From an optimization exercise on the open Yosys and OpenROAD flow, aimed at small area; shortcuts taken in it are not production practice. At most, simulation tests tie the RTL to the original design; equivalence was not proved. No driver is modelled on the clock port, so clock power and skew are understated where the tree is cut down; a real chip needs a root buffer or a tree. Power is estimated from default activity; no workload was simulated.

==> flow/design.v <==
module top (
    input  clk,
    input  rst,
    input  sw1,
    input  sw2,
    input  sw3,
    input  sensor,
    output [6:0] salidaSieteSeg,
    output [4:0] Leds,
    output [3:0] SalidaMotor
  );
reg [1:0] m4;
reg [2:0] m7;
reg [3:0] m13;
reg [7:0] m251;
reg s5;
wire e7   = m7[1] & m7[0];
wire e13  = ~m13[3] & ~m13[1] & ~m13[0];
wire e251 = ~m251[7] & ~m251[6] & ~m251[4] & m251[3] & ~m251[2] & ~m251[1] & m251[0];
wire tick200 = e7 & ~m4[0];
wire tick50  = e13 & ~m4[1] & m4[0];
wire tick5   = e251 & ~s5;
always @(posedge clk) begin
  if (rst) begin
    m4 <= 2'd0; m7 <= 3'd6; m13 <= 4'd1; m251 <= 8'd18; s5 <= 1'b0;
  end else begin
    m4   <= {m4[1] ^ m4[0], ~m4[0]};
    m7   <= {m7[1:0], ~(m7[2] ^ m7[0])};
    m13  <= {m13[2:0], ~(m13[3] ^ (~m13[0] & m13[1]))};
    m251 <= {m251[6:0], m251[7] ^ m251[2] ^ (~m251[0] & ~m251[3])};
    if (e251) s5 <= ~s5;
  end
end
wire p1 = ~sw1, p2 = ~sw2, p3 = ~sw3;
reg [2:0] pc;          
reg setTime, op;
reg [5:0] setSeg, setMin;
wire [5:0] selSet = op ? setMin : setSeg;
reg  [5:0] adjSet;
always @(*) begin
  if (p1) adjSet = (selSet == 6'd59) ? 6'd0 : selSet + 1'b1;
  else    adjSet = (selSet == 6'd0) ? 6'd59 : selSet - 1'b1;
end
wire adj = setTime & (p1 | p2);
always @(posedge clk) begin
  if (rst) begin
    pc <= 0; setTime <= 0; op <= 0; setSeg <= 6'd30; setMin <= 0;
  end else if (tick5) begin
    pc <= p3 ? {pc[1:0], ~pc[2]} : 3'b000;
    if (pc[2] & ~pc[1]) setTime <= ~setTime;
    if (p3) op <= ~op;
    if (adj & ~op) setSeg <= adjSet;
    if (adj & op)  setMin <= adjSet;
  end
end
reg [1:0] st;
reg [9:0] cnt;
reg [5:0] cSeg, cMin;
reg [1:0] ph;           
wire zero = (cSeg == 0) & (cMin == 0);
wire sec  = cnt[5] & cnt[0];                                             
wire full = cnt[9] & cnt[7] & cnt[6] & cnt[4] & ~cnt[3] & ~cnt[2] & cnt[0];  
wire [9:0] cntInc = {cnt[8:0], cnt[9] ^ cnt[0]};
localparam [9:0] CLR = 10'd34, INIT = 10'd814;    
always @(posedge clk) begin
  if (tick50) begin
    if (st != 2'b00) begin
      cSeg <= setSeg; cMin <= setMin;
    end else if (~setTime & ~zero & sec) begin
      if (cSeg == 0) begin cSeg <= 6'd59; cMin <= cMin - 1'b1; end
      else cSeg <= cSeg - 1'b1;
    end
  end
end
always @(posedge clk) begin
  if (rst) begin
    st <= 2'b01; cnt <= INIT; ph <= 0;
  end else if (tick50) begin
    if (st == 2'b11) ph <= {ph[0], ~ph[1]};
    if (st == 2'b10) begin
      if (~setTime) st <= 2'b00;
    end else if (st[0]) begin
      if (sensor) st <= 2'b01;
      else if (full) begin
        cnt <= CLR; st <= 2'b00;
      end else begin
        st <= 2'b11; cnt <= cntInc;
      end
    end else begin
      if (setTime) begin st <= 2'b10; cnt <= CLR; end
      else if (zero) begin st <= 2'b01; cnt <= CLR; end
      else if (sec) cnt <= CLR;
      else cnt <= cntInc;
    end
  end
end
wire run = st[1] & st[0];
assign SalidaMotor[0] = run & ~ph[1] & ~ph[0];
assign SalidaMotor[1] = run & ~ph[1] &  ph[0];
assign SalidaMotor[2] = run &  ph[1] &  ph[0];
assign SalidaMotor[3] = run &  ph[1] & ~ph[0];
reg [1:0] sc; reg started;
reg [5:0] P;       
reg [3:0] dig;     
wire [5:0] vSeg = setTime ? setSeg : cSeg;
wire [5:0] vMin = setTime ? setMin : cMin;
wire [2:0] tens = (P >= 50) ? 3'd5 : (P >= 40) ? 3'd4 : (P >= 30) ? 3'd3 :
                  (P >= 20) ? 3'd2 : (P >= 10) ? 3'd1 : 3'd0;
wire [5:0] unit6 = P - tens * 4'd10;
always @(posedge clk) begin
  if (rst) begin
    sc <= 0; started <= 0; P <= 0; dig <= 0;
  end else if (tick200) begin
    sc <= {sc[0], ~sc[1]};
    started <= 1;
    if (sc[1] ^ sc[0]) P <= (st[0] & ~setTime) ? 6'd0 : sc[1] ? vSeg : vMin;
    dig <= sc[0] ? {1'b0, tens} : unit6[3:0];
  end
end
wire L1 = ~sc[1] & sc[0];
wire L2 = sc[1] & sc[0];
wire L3 = sc[1] & ~sc[0];
wire L4 = ~sc[1] & ~sc[0] & started;
wire bS = setTime & ~op & ~s5;
wire bM = setTime & op & ~s5;
assign Leds[0] = L1 & ~bS;
assign Leds[1] = L2 & ~bS;
assign Leds[2] = L3 & ~bM;
assign Leds[3] = L4 & ~bM;
assign Leds[4] = ~L4;
wire A = dig[3], B = dig[2], C = dig[1], D = dig[0];
assign salidaSieteSeg[6] = ~(A | (~B & ~D) | (B & D) | C);
assign salidaSieteSeg[5] = ~(~B | (~C & ~D) | (C & D));
assign salidaSieteSeg[4] = ~(B | ~C | D);
assign salidaSieteSeg[3] = ~(A | (~B & ~D) | (~B & C) | (B & ~C & D) | (C & ~D));
assign salidaSieteSeg[2] = ~((~B & ~D) | (C & ~D));
assign salidaSieteSeg[1] = ~(A | (B & ~C) | (B & ~D) | (~C & ~D));
assign salidaSieteSeg[0] = ~(A | (~B & C) | (B & ~C) | (C & ~D));
endmodule
Settings: LEC_CHECK=0, ABC_AREA=1, CAP_MARGIN=20, CORE_MARGIN=2, CORE_UTILIZATION=40, SLEW_MARGIN=20; clock period 10.0 ns.
standard.sh (not shown) runs the stock make flow with config.mk's settings and CLKGATE_MAP_FILE= SYNTH_SCRIPT=/design/flow/synth_recipe.tcl, a recipe that flattens the netlist after the stock synthesis.
==> flow/flow/run.sh <==
#!/bin/bash
# Own layout flow: the standard ORFS flow with three changes:
#  - synthesis maps logic with an area-oriented ABC script (flow/abc_area.script),
#    registers are mapped by the unchanged standard steps;
#  - input/output ports get the smallest buffer cell;
#  - clock tree synthesis inserts no dummy load cells.
set -euo pipefail
W=$PWD
mkdir -p scripts_area
for f in "$FLOW_HOME"/scripts/*; do ln -sf "$f" scripts_area/; done
rm -f scripts_area/abc_area.script
cp flow/abc_area.script scripts_area/abc_area.script
SCRIPTS_DIR=$W/scripts_area bash standard.sh synth > synth.log 2>&1
export BUFFER_PORTS_ARGS="-buffer_cell sky130_fd_sc_hd__buf_1"
export CTS_ARGS="-sink_clustering_enable -repair_clock_nets -dont_use_dummy_load"
[ -f flow/knobs.sh ] && source flow/knobs.sh
bash standard.sh > layout.log 2>&1
==> flow/flow/abc_area.script <==
strash
&get -n
&deepsyn -T 30
&put
dch -f
amap -m
Rerun with:
--- a/flow/design.v
+++ b/flow/design.v
@@ -60,40 +60,34 @@
 wire zero = (cSeg == 0) & (cMin == 0);
 wire sec  = cnt[5] & cnt[0];                                             
 wire full = cnt[9] & cnt[7] & cnt[6] & cnt[4] & ~cnt[3] & ~cnt[2] & cnt[0];  
 wire [9:0] cntInc = {cnt[8:0], cnt[9] ^ cnt[0]};
 localparam [9:0] CLR = 10'd34, INIT = 10'd814;    
 always @(posedge clk) begin
-  if (tick50) begin
-    if (st != 2'b00) begin
-      cSeg <= setSeg; cMin <= setMin;
-    end else if (~setTime & ~zero & sec) begin
-      if (cSeg == 0) begin cSeg <= 6'd59; cMin <= cMin - 1'b1; end
-      else cSeg <= cSeg - 1'b1;
-    end
-  end
-end
-always @(posedge clk) begin
   if (rst) begin
-    st <= 2'b01; cnt <= INIT; ph <= 0;
+    st <= 2'b01; cnt <= INIT; cSeg <= 0; cMin <= 0; ph <= 0;
   end else if (tick50) begin
     if (st == 2'b11) ph <= {ph[0], ~ph[1]};
     if (st == 2'b10) begin
       if (~setTime) st <= 2'b00;
+      cSeg <= setSeg; cMin <= setMin;
     end else if (st[0]) begin
       if (sensor) st <= 2'b01;
       else if (full) begin
-        cnt <= CLR; st <= 2'b00;
+        cnt <= CLR; cSeg <= setSeg; cMin <= setMin; st <= 2'b00;
       end else begin
         st <= 2'b11; cnt <= cntInc;
       end
     end else begin
       if (setTime) begin st <= 2'b10; cnt <= CLR; end
       else if (zero) begin st <= 2'b01; cnt <= CLR; end
-      else if (sec) cnt <= CLR;
-      else cnt <= cntInc;
+      else if (sec) begin
+        cnt <= CLR;
+        if (cSeg == 0) begin cSeg <= 6'd59; cMin <= cMin - 1'b1; end
+        else cSeg <= cSeg - 1'b1;
+      end else cnt <= cntInc;
     end
   end
 end
 wire run = st[1] & st[0];
 assign SalidaMotor[0] = run & ~ph[1] & ~ph[0];
 assign SalidaMotor[1] = run & ~ph[1] &  ph[0];
@@ -110,13 +104,13 @@
 always @(posedge clk) begin
   if (rst) begin
     sc <= 0; started <= 0; P <= 0; dig <= 0;
   end else if (tick200) begin
     sc <= {sc[0], ~sc[1]};
     started <= 1;
-    if (sc[1] ^ sc[0]) P <= (st[0] & ~setTime) ? 6'd0 : sc[1] ? vSeg : vMin;
+    if (sc[1] ^ sc[0]) P <= sc[1] ? vSeg : vMin;
     dig <= sc[0] ? {1'b0, tens} : unit6[3:0];
   end
 end
 wire L1 = ~sc[1] & sc[0];
 wire L2 = sc[1] & sc[0];
 wire L3 = sc[1] & ~sc[0];
=>
- setup slack improved by 0.040 ns
- area after synthesis shrinks by 0.98%
- clock skew grows by 0.0051 ns
- first-iteration DRC count grows by 7.0%
- routed wire length grows by 1.2%

* * *

## main
Another version of the RTL of top (not shown whole).
Size in the first run: about 3400 sq um of cells after synthesis.
==> module top, before the edit <==
module top (
    input  clk,
    input  rst,
    input  sw1,
    input  sw2,
    input  sw3,
    input  sensor,
    output [6:0] salidaSieteSeg,
    output [4:0] Leds,
    output [3:0] SalidaMotor
  );
reg [1:0] m4;
reg [2:0] m7;
reg [3:0] m13;
reg [7:0] m251;
reg s5;
wire e7   = m7[1] & m7[0];
wire e13  = ~m13[3] & ~m13[1] & ~m13[0];
wire e251 = ~m251[7] & ~m251[6] & ~m251[4] & m251[3] & ~m251[2] & ~m251[1] & m251[0];
wire tick200 = e7 & ~m4[0];
wire tick50  = e13 & ~m4[1] & m4[0];
wire tick5   = e251 & ~s5;
always @(posedge clk) begin
  if (rst) begin
    m4 <= 2'd0; m7 <= 3'd6; m13 <= 4'd1; m251 <= 8'd18; s5 <= 1'b0;
  end else begin
    m4   <= {m4[1] ^ m4[0], ~m4[0]};
    m7   <= {m7[1:0], ~(m7[2] ^ m7[0])};
    m13  <= {m13[2:0], ~(m13[3] ^ (~m13[0] & m13[1]))};
    m251 <= {m251[6:0], m251[7] ^ m251[2] ^ (~m251[0] & ~m251[3])};
    if (e251) s5 <= ~s5;
  end
end
wire p1 = ~sw1, p2 = ~sw2, p3 = ~sw3;
reg [2:0] pc;          
reg setTime, op;
reg [5:0] setSeg, setMin;
wire [5:0] selSet = op ? setMin : setSeg;
reg  [5:0] adjSet;
always @(*) begin
  if (p1) adjSet = (selSet == 6'd59) ? 6'd0 : selSet + 1'b1;
  else    adjSet = (selSet == 6'd0) ? 6'd59 : selSet - 1'b1;
end
wire adj = setTime & (p1 | p2);
always @(posedge clk) begin
  if (rst) begin
    pc <= 0; setTime <= 0; op <= 0; setSeg <= 6'd30; setMin <= 0;
  end else if (tick5) begin
    pc <= p3 ? {pc[1:0], ~pc[2]} : 3'b000;
    if (pc[2] & ~pc[1]) setTime <= ~setTime;
    if (p3) op <= ~op;
    if (adj & ~op) setSeg <= adjSet;
    if (adj & op)  setMin <= adjSet;
  end
end
reg [1:0] st;
reg [9:0] cnt;
reg [5:0] cSeg, cMin;
reg [1:0] ph;           
wire zero = (cSeg == 0) & (cMin == 0);
wire sec  = cnt[5] & cnt[0];                                             
wire full = cnt[9] & cnt[7] & cnt[6] & cnt[4] & ~cnt[3] & ~cnt[2] & cnt[0];  
wire [9:0] cntInc = {cnt[8:0], cnt[9] ^ cnt[0]};
localparam [9:0] CLR = 10'd34, INIT = 10'd814;    
always @(posedge clk) begin
  if (setTime | (tick50 & (st != 2'b00))) begin
    cSeg <= setSeg; cMin <= setMin;
  end else if (tick50 & ~zero & sec) begin
    if (cSeg == 0) begin cSeg <= 6'd59; cMin <= cMin - 1'b1; end
    else cSeg <= cSeg - 1'b1;
  end
end
always @(posedge clk) begin
  if (rst) begin
    st <= 2'b01; cnt <= INIT; ph <= 0;
  end else if (tick50) begin
    if (st == 2'b11) ph <= {ph[0], ~ph[1]};
    if (st == 2'b10) begin
      if (~setTime) st <= 2'b00;
    end else if (st[0]) begin
      if (sensor) st <= 2'b01;
      else if (full) begin
        cnt <= CLR; st <= 2'b00;
      end else begin
        st <= 2'b11; cnt <= cntInc;
      end
    end else begin
      if (setTime) begin st <= 2'b10; cnt <= CLR; end
      else if (zero) begin st <= 2'b01; cnt <= CLR; end
      else if (sec) cnt <= CLR;
      else cnt <= cntInc;
    end
  end
end
wire run = st[1] & st[0];
assign SalidaMotor[0] = run & ~ph[1] & ~ph[0];
assign SalidaMotor[1] = run & ~ph[1] &  ph[0];
assign SalidaMotor[2] = run &  ph[1] &  ph[0];
assign SalidaMotor[3] = run &  ph[1] & ~ph[0];
reg [1:0] sc; reg started;
reg [5:0] P;       
reg [3:0] dig;     
wire [2:0] tens = (P >= 50) ? 3'd5 : (P >= 40) ? 3'd4 : (P >= 30) ? 3'd3 :
                  (P >= 20) ? 3'd2 : (P >= 10) ? 3'd1 : 3'd0;
wire [5:0] unit6 = P - tens * 4'd10;
always @(posedge clk) begin
  if (rst) begin
    sc <= 0; started <= 0; P <= 0; dig <= 0;
  end else if (tick200) begin
    sc <= {sc[0], ~sc[1]};
    started <= 1;
    if (sc[1] ^ sc[0]) P <= (st[0] & ~setTime) ? 6'd0 : sc[1] ? cSeg : cMin;
    dig <= sc[0] ? {1'b0, tens} : unit6[3:0];
  end
end
wire L1 = ~sc[1] & sc[0];
wire L2 = sc[1] & sc[0];
wire L3 = sc[1] & ~sc[0];
wire L4 = ~sc[1] & ~sc[0] & started;
wire bS = setTime & ~op & ~s5;
wire bM = setTime & op & ~s5;
assign Leds[0] = L1 & ~bS;
assign Leds[1] = L2 & ~bS;
assign Leds[2] = L3 & ~bM;
assign Leds[3] = L4 & ~bM;
assign Leds[4] = ~L4;
wire A = dig[3], B = dig[2], C = dig[1], D = dig[0];
assign salidaSieteSeg[6] = ~(A | (~B & ~D) | (B & D) | C);
assign salidaSieteSeg[5] = ~(~B | (~C & ~D) | (C & D));
assign salidaSieteSeg[4] = ~(B | ~C | D);
assign salidaSieteSeg[3] = ~(A | (~B & ~D) | (~B & C) | (B & ~C & D) | (C & ~D));
assign salidaSieteSeg[2] = ~((~B & ~D) | (C & ~D));
assign salidaSieteSeg[1] = ~(A | (B & ~C) | (B & ~D) | (~C & ~D));
assign salidaSieteSeg[0] = ~(A | (~B & C) | (B & ~C) | (C & ~D));
endmodule
Settings: LEC_CHECK=0, ABC_AREA=1, CAP_MARGIN=20, CORE_MARGIN=2, CORE_UTILIZATION=65, SLEW_MARGIN=20; clock period 10.0 ns.
==> flow/flow/run.sh <==
#!/bin/bash
# Own layout flow: the standard ORFS flow (standard.sh) with these changes:
#  - synthesis maps logic with an area-oriented ABC script (flow/abc_area.script);
#    registers are mapped by the unchanged standard steps;
#  - input/output ports get the smallest buffer cell;
#  - the clock is distributed by four buffers fed by the clock port (flow/cts.tcl)
#    instead of a TritonCTS tree.
# Each step's full log is in orfs/logs/; make's output is in synth.log and layout.log.
set -euo pipefail
W=$PWD
mkdir -p scripts_own
for f in "$FLOW_HOME"/scripts/*; do ln -sf "$f" scripts_own/; done
rm -f scripts_own/abc_area.script scripts_own/cts.tcl
cp flow/abc_area.script scripts_own/abc_area.script
cp flow/cts.tcl scripts_own/cts.tcl
export SCRIPTS_DIR=$W/scripts_own
export BUFFER_PORTS_ARGS="-buffer_cell sky130_fd_sc_hd__buf_1"
export CLOCK_BUFFER_CELL=sky130_fd_sc_hd__buf_8
[ -f flow/knobs.sh ] && source flow/knobs.sh
bash standard.sh synth > synth.log 2>&1
bash standard.sh > layout.log 2>&1
Scripts as last shown in full above: flow/flow/abc_area.script
Other scripts of this flow, unchanged in this note and not shown: flow/flow/cts.tcl
The following lists how the feature branch was set up differently from main:
--- a/flow/design.v
+++ b/flow/design.v
@@ -36,10 +36,11 @@
 reg setTime, op;
 reg [5:0] setSeg, setMin;
-wire [5:0] selSet = op ? setMin : setSeg;
-reg  [5:0] adjSet;
-always @(*) begin
-  if (p1) adjSet = (selSet == 6'd59) ? 6'd0 : selSet + 1'b1;
-  else    adjSet = (selSet == 6'd0) ? 6'd59 : selSet - 1'b1;
-end
+reg [5:0] cSeg, cMin;   
+wire segZ = (cSeg == 0);
+wire selMin = setTime ? op : segZ;
+wire [5:0] adjIn = selMin ? cMin : cSeg;
+wire up = setTime & p1;
+wire [5:0] adjSet = up ? ((adjIn == 6'd59) ? 6'd0 : adjIn + 1'b1)
+                       : ((adjIn == 6'd0) ? 6'd59 : adjIn - 1'b1);
 wire adj = setTime & (p1 | p2);
 always @(posedge clk) begin
@@ -56,7 +57,6 @@
 reg [1:0] st;
 reg [9:0] cnt;
-reg [5:0] cSeg, cMin;
 reg [1:0] ph;           
-wire zero = (cSeg == 0) & (cMin == 0);
+wire zero = segZ & (cMin == 0);
 wire sec  = cnt[5] & cnt[0];                                             
 wire full = cnt[9] & cnt[7] & cnt[6] & cnt[4] & ~cnt[3] & ~cnt[2] & cnt[0];  
@@ -67,6 +67,6 @@
     cSeg <= setSeg; cMin <= setMin;
   end else if (tick50 & ~zero & sec) begin
-    if (cSeg == 0) begin cSeg <= 6'd59; cMin <= cMin - 1'b1; end
-    else cSeg <= cSeg - 1'b1;
+    if (segZ) begin cSeg <= 6'd59; cMin <= adjSet; end
+    else cSeg <= adjSet;
   end
 end
--- outcome ---
The feature branch: no failed stages, no open violations at the end
For the simple-gate portion of the synthesized area, the feature branch came in 1.1 points lower than main did.
The run showing the smaller sequential share of layout area is main.
Combinational group share of total power came out lower on the feature branch than on main.
Count of inserted tapcells in the feature branch is 16 lower than in main
main reports its worst setup path category as in -> reg while the feature branch reports reg -> reg.
The feature branch vs main — synthesized-area fraction occupied by adder cells dropped 1.6 points.
Worst ir drop on vdd (the feature branch over main): decrease, about 7%
Comparing main and the feature branch, final worst slack is higher on the feature branch.
Looking at post-route standard cell area excluding fillers, the feature branch sits about 8% lower than main does.
Area after synthesis improves in the feature branch relative to main.
Higher final critical path time including I/O delays and setup among main and the feature branch: main
No functional check of the RTL was part of main. No run of this note takes its clock network from TritonCTS; it comes from the design's own scripts or RTL.

[afterwards: timing with drivers on the ports]
How much do the figures lean on ideal ports? The routed layouts below were timed once more, with nothing changed but the port constraints. Step 1 (the two cells are an assumption about what drives the block):
set clk [get_ports {clk}]
set_driving_cell -lib_cell sky130_fd_sc_hd__clkbuf_16 $clk
set_driving_cell -lib_cell sky130_fd_sc_hd__buf_2 [delete_from_list [all_inputs] $clk]
Step 2, shift: input delay + t, output delay - t, t = (earliest + latest rising clock arrival at the registers) / 2. This alone moves slack from input paths to output paths. a / b / c = ideal / step 1 / step 2; a / b = the first two.
run | shift t [ns] | slack for setup (ns) | cell pins on the clock port's net
the first run of note 1 | 0.357 | 6.137 / 6.103 / 6.024 | 1
the second run of note 1 | 0.364 | 6.177 / 6.145 / 5.935 | 1
main | 0.199 | 5.789 / 5.841 / 5.642 | 4
the feature branch | 0.195 | 5.974 / 5.974 / 5.955 | 4
After both steps setup and hold are still met in every run listed. For the second run of note 1, which loses most, drivers alone change the setup slack by -0.032 ns; drivers and shift together by -0.242 ns.
